This design comes from an exercise in tuning for small area and few clock cycles on the open sky130 flow, not from production work.
Function was checked by simulation only, so behaviour that the tests miss may differ from the original.
The clock input has no modelled driver; a real chip could not lean on it and would need a root buffer or a full tree.
Power figures rest on the tool's default switching activity, not on a simulated workload.

==> module ad9958_master, before the edit <==
module ad9958_master(
    input         clock,
    input         reset_n,
    output        cs,
    output        sclk,
    output [3:0]  sdio,
    output        master_reset,
    output        io_update,
    input  [31:0] ftw_ch0,
    input  [31:0] ftw_ch1,
    input  [9:0]  asf_ch0,
    input  [9:0]  asf_ch1
);
   assign cs = 1'b0;
   assign master_reset = 1'b0;
   reg        sclk_r;
   reg [3:0]  n;
   reg        boot;
   reg        ch;
   reg        amp;
   wire last     = &n;
   wire need_iou = ch | (boot & amp);
   wire to_iou   = sclk_r & last & need_iou;
   wire restart  = (n[3:1] == 3'd0) | (last & ~need_iou);
   always @(posedge clock) begin
      if (~reset_n) begin
         sclk_r <= 1'b1;
         n      <= 4'd1;
         boot   <= 1'b1;
         ch     <= 1'b0;
         amp    <= 1'b0;
      end else if (~sclk_r) begin
         sclk_r <= 1'b1;
      end else begin
         sclk_r <= to_iou;
         if (restart)
            n <= boot ? 4'd8 : 4'd2;
         else if (~boot & amp & n == 4'd7)
            n <= 4'd12;
         else
            n <= n + 4'd1;
         if (last) begin
            {amp, ch} <= {amp, ch} + 2'd1;
            if (amp & ch)
               boot <= 1'b0;
         end
      end
   end
   wire [3:0] data_nib;
   ad9958_buffer data_buf(
      .clock(clock), .load(to_iou), .load_amp(~boot & ~amp),
      .ftw_ch0(ftw_ch0), .ftw_ch1(ftw_ch1), .asf_ch0(asf_ch0), .asf_ch1(asf_ch1),
      .slot({ch, n[2:0]}), .nibble(data_nib));
   wire [2:0] k    = n[2:0];
   wire       hdr  = ~boot & ~n[3];
   wire       dat  = ~boot & n[3];
   wire       s1   = boot & ~amp & ch;
   wire       s2   = boot & amp & ~ch;
   wire       s3   = boot & amp & ch;
   wire       mark = amp & (k == 3'd4);
   wire       top0 = amp & (k[2:1] == 2'b10);
   wire [3:0] sdio_c;
   assign sdio_c[3] = (dat & ~top0 & data_nib[3])
                    | (hdr & ch & (k == 3'd4))
                    | (s2 & (k[2:1] == 2'b01));
   assign sdio_c[2] = (dat & ~top0 & data_nib[2])
                    | (hdr & (((k == 3'd4) & ~ch) | (k == 3'd5) | (k == 3'd7)));
   assign sdio_c[1] = (dat & ~mark & data_nib[1])
                    | (hdr & ((k == 3'd5) | ((k == 3'd7) & amp)))
                    | (s2 & (k == 3'd2))
                    | (s3 & (k == 3'd1));
   assign sdio_c[0] = (dat & (mark | data_nib[0]))
                    | (s1 & ((k == 3'd0) | (k[1:0] == 2'b01) | (k == 3'd6)))
                    | (s2 & (k == 3'd1))
                    | (s3 & ((k == 3'd1) | (k == 3'd5)));
   assign sclk = sclk_r;
   assign sdio = sdio_c;
   assign io_update = sclk_r & (n == 4'd0);
endmodule
==> flow/config.mk <==
export PLATFORM = sky130hd
export DESIGN_NAME = ad9958_master
export DESIGN_NICKNAME = ad9958_master
export VERILOG_FILES = /design/flow/design.v
export SDC_FILE = /design/flow/constraint.sdc
export NUM_CORES = 4
export LEC_CHECK = 0
export CAP_MARGIN = 20
export CORE_MARGIN = 2
export CORE_UTILIZATION = 40
export SLEW_MARGIN = 20
==> flow/constraint.sdc <==
create_clock -name core_clock -period 5.0 [get_ports {clock}]
set_input_delay 1.0000 -clock core_clock [delete_from_list [all_inputs] [get_ports {clock}]]
set_output_delay 1.0000 -clock core_clock [all_outputs]
set_load 0.01 [all_outputs]
standard.sh (not shown) runs the stock make flow with config.mk's settings and CLKGATE_MAP_FILE= SYNTH_SCRIPT=/design/flow/synth_recipe.tcl, a recipe that flattens the netlist after the stock synthesis.
==> flow/flow/run.sh <==
#!/bin/bash
# Standard layout with these changes: synthesis maps logic with
# area-oriented ABC scripts (the smallest result of flow/*.abc) and without
# the adder step (flow/synth.tcl); the port buffers are plain buf_1 cells;
# clock tree synthesis adds no dummy loads, and its leaf level is then
# rebuilt with fewer buffers (flow/cts_merge.tcl).
set -euo pipefail
here=$(pwd)
bash standard.sh "SYNTH_SCRIPT=$here/flow/synth.tcl" \
  "ADDER_MAP_FILE=" \
  "POST_CTS_TCL=$here/flow/cts_merge.tcl" \
  "CTS_ARGS=-sink_clustering_enable -repair_clock_nets -dont_use_dummy_load" \
  "BUFFER_PORTS_ARGS=-buffer_cell sky130_fd_sc_hd__buf_1" \
  finish > flow_make.log 2>&1
Other scripts of this flow, unchanged in this note and not shown: flow/flow/a1.abc, flow/flow/a10.abc, flow/flow/a11.abc, flow/flow/a12.abc, flow/flow/a13.abc, flow/flow/a14.abc, flow/flow/a2.abc, flow/flow/a3.abc, flow/flow/a4.abc, flow/flow/a5.abc, flow/flow/a6.abc, flow/flow/a7.abc, flow/flow/a8.abc, flow/flow/a9.abc, flow/flow/b1.abc, flow/flow/b2.abc, flow/flow/b3.abc, flow/flow/b4.abc, flow/flow/b5.abc, flow/flow/b6.abc, flow/flow/b8.abc, flow/flow/b9.abc, flow/flow/cts_merge.tcl, flow/flow/synth.tcl
Testbench counts at the start, summed over its fixed seeds: cycles 12,162.
Change:
==> flow/design.v (replaced) <==
`timescale 1ns / 1ps
module ad9958_buffer(
    input         clock,
    input         load,
    input         load_amp,
    input  [31:0] ftw_ch0,
    input  [31:0] ftw_ch1,
    input  [9:0]  asf_ch0,
    input  [9:0]  asf_ch1,
    input  [3:0]  slot,
    output [3:0]  nibble
);
   reg [63:0] buf_r;
   always @(posedge clock) begin
      if (load) begin
         buf_r[63:42] <= ftw_ch0[31:10];
         buf_r[31:10] <= ftw_ch1[31:10];
         buf_r[41:32] <= load_amp ? asf_ch0 : ftw_ch0[9:0];
         buf_r[9:0]   <= load_amp ? asf_ch1 : ftw_ch1[9:0];
      end
   end
   assign nibble = buf_r[{~slot, 2'b00} +: 4];
endmodule
`timescale 1ns / 1ps
module ad9958_master(
    input         clock,
    input         reset_n,
    output        cs,
    output        sclk,
    output [3:0]  sdio,
    output        master_reset,
    output        io_update,
    input  [31:0] ftw_ch0,
    input  [31:0] ftw_ch1,
    input  [9:0]  asf_ch0,
    input  [9:0]  asf_ch1
);
   assign cs = 1'b0;
   assign master_reset = 1'b0;
   reg        sclk_r;
   reg [3:0]  n;
   reg        boot;
   reg        ch;
   reg        amp;
   wire last     = (n == 4'd0);
   wire need_iou = ch | (boot & amp);
   wire to_iou   = sclk_r & last & need_iou;
   wire restart  = (n[3:1] == 3'b111) | (last & ~need_iou);
   always @(posedge clock) begin
      if (~reset_n) begin
         sclk_r <= 1'b1;
         n      <= 4'd14;
         boot   <= 1'b1;
         ch     <= 1'b0;
         amp    <= 1'b0;
      end else if (~sclk_r) begin
         sclk_r <= 1'b1;
      end else begin
         sclk_r <= to_iou;
         if (restart)
            n <= boot ? 4'd7 : 4'd13;
         else if (~boot & amp & n == 4'd8)
            n <= 4'd3;
         else
            n <= n - 4'd1;
         if (last) begin
            {amp, ch} <= {amp, ch} + 2'd1;
            if (amp & ch)
               boot <= 1'b0;
         end
      end
   end
   wire [3:0] data_nib;
   ad9958_buffer data_buf(
      .clock(clock), .load(to_iou), .load_amp(~amp),
      .ftw_ch0(ftw_ch0), .ftw_ch1(ftw_ch1), .asf_ch0(asf_ch0), .asf_ch1(asf_ch1),
      .slot({ch, ~n[2:0]}), .nibble(data_nib));
   wire [2:0] j    = ~n[2:0];
   wire       hdr  = ~boot & n[3];
   wire       dat  = ~boot & ~n[3];
   wire       s1   = boot & ~amp & ch;
   wire       s2   = boot & amp & ~ch;
   wire       s3   = boot & amp & ch;
   wire       mark = amp & (j == 3'd4);
   wire       top0 = amp & (j[2:1] == 2'b10);
   wire [3:0] sdio_c;
   assign sdio_c[3] = (dat & ~top0 & data_nib[3])
                    | (hdr & ch & (j == 3'd4))
                    | (s2 & (j[2:1] == 2'b01));
   assign sdio_c[2] = (dat & ~top0 & data_nib[2])
                    | (hdr & (((j == 3'd4) & ~ch) | (j == 3'd5) | (j == 3'd7)));
   assign sdio_c[1] = (dat & ~mark & data_nib[1])
                    | (hdr & ((j == 3'd5) | ((j == 3'd7) & amp)))
                    | (s2 & (j == 3'd2))
                    | (s3 & (j == 3'd1));
   assign sdio_c[0] = (dat & (mark | data_nib[0]))
                    | (s1 & ((j == 3'd0) | (j[1:0] == 2'b01) | (j == 3'd6)))
                    | (s2 & (j == 3'd1))
                    | (s3 & ((j == 3'd1) | (j == 3'd5)));
   assign sclk = sclk_r;
   assign sdio = sdio_c;
   assign io_update = sclk_r & (n == 4'd15);
endmodule
=>
- The new run completed with no timing, DRC or antenna violations
- maximum frequency shrinks by 3.2%
- routed wire length grows by 5.9%
- synthesized cell count shrinks by 3.8%
- synthesized area shrinks by 0.72%
- register-to-register slack degrades by 0.47 ns
- worst setup slack degrades by 0.13 ns
- utilization is about the same
- final area shrinks by 0.39%
- sequential share of layout area grows by 0.23 points
- combinational power shrinks by about 4%
- global-route usage grows by 0.82 points
- sequential power stays flat
- power stays flat
- die area shrinks by 0.69%
Testbench counts after the change, summed over its fixed seeds: cycles 12,162.
In every run of this note, the design's own scripts or RTL, not TritonCTS, make the clock network.

-- port drivers added, routing unchanged --
No port has a modelled driver above. Below, the same layouts with a new extraction and two added sets of constraints.
Step 1, drivers: a clkbuf_16 drives clock and a buf_2 each remaining input, both assumed.
Step 2 also shifts input and output timing later by t, the mid clock arrival at the registers, as if the neighbouring blocks saw the same clock.
Slacks: no drivers / after step 1 / after step 2; pairs: no drivers / after step 1.
| run | shift t [ns] | setup WS [ns] | worst hold slack (ns) | worst setup path after step 2 |
|---|---|---|---|---|
| the first run | 0.506 | 1.021 / 0.993 / 1.500 | 0.535 / 0.535 / 0.535 | register to output |
| the second run | 0.536 | 0.890 / 0.863 / 1.399 | 0.502 / 0.502 / 0.502 | register to output |
After both steps every run listed still meets setup and hold.
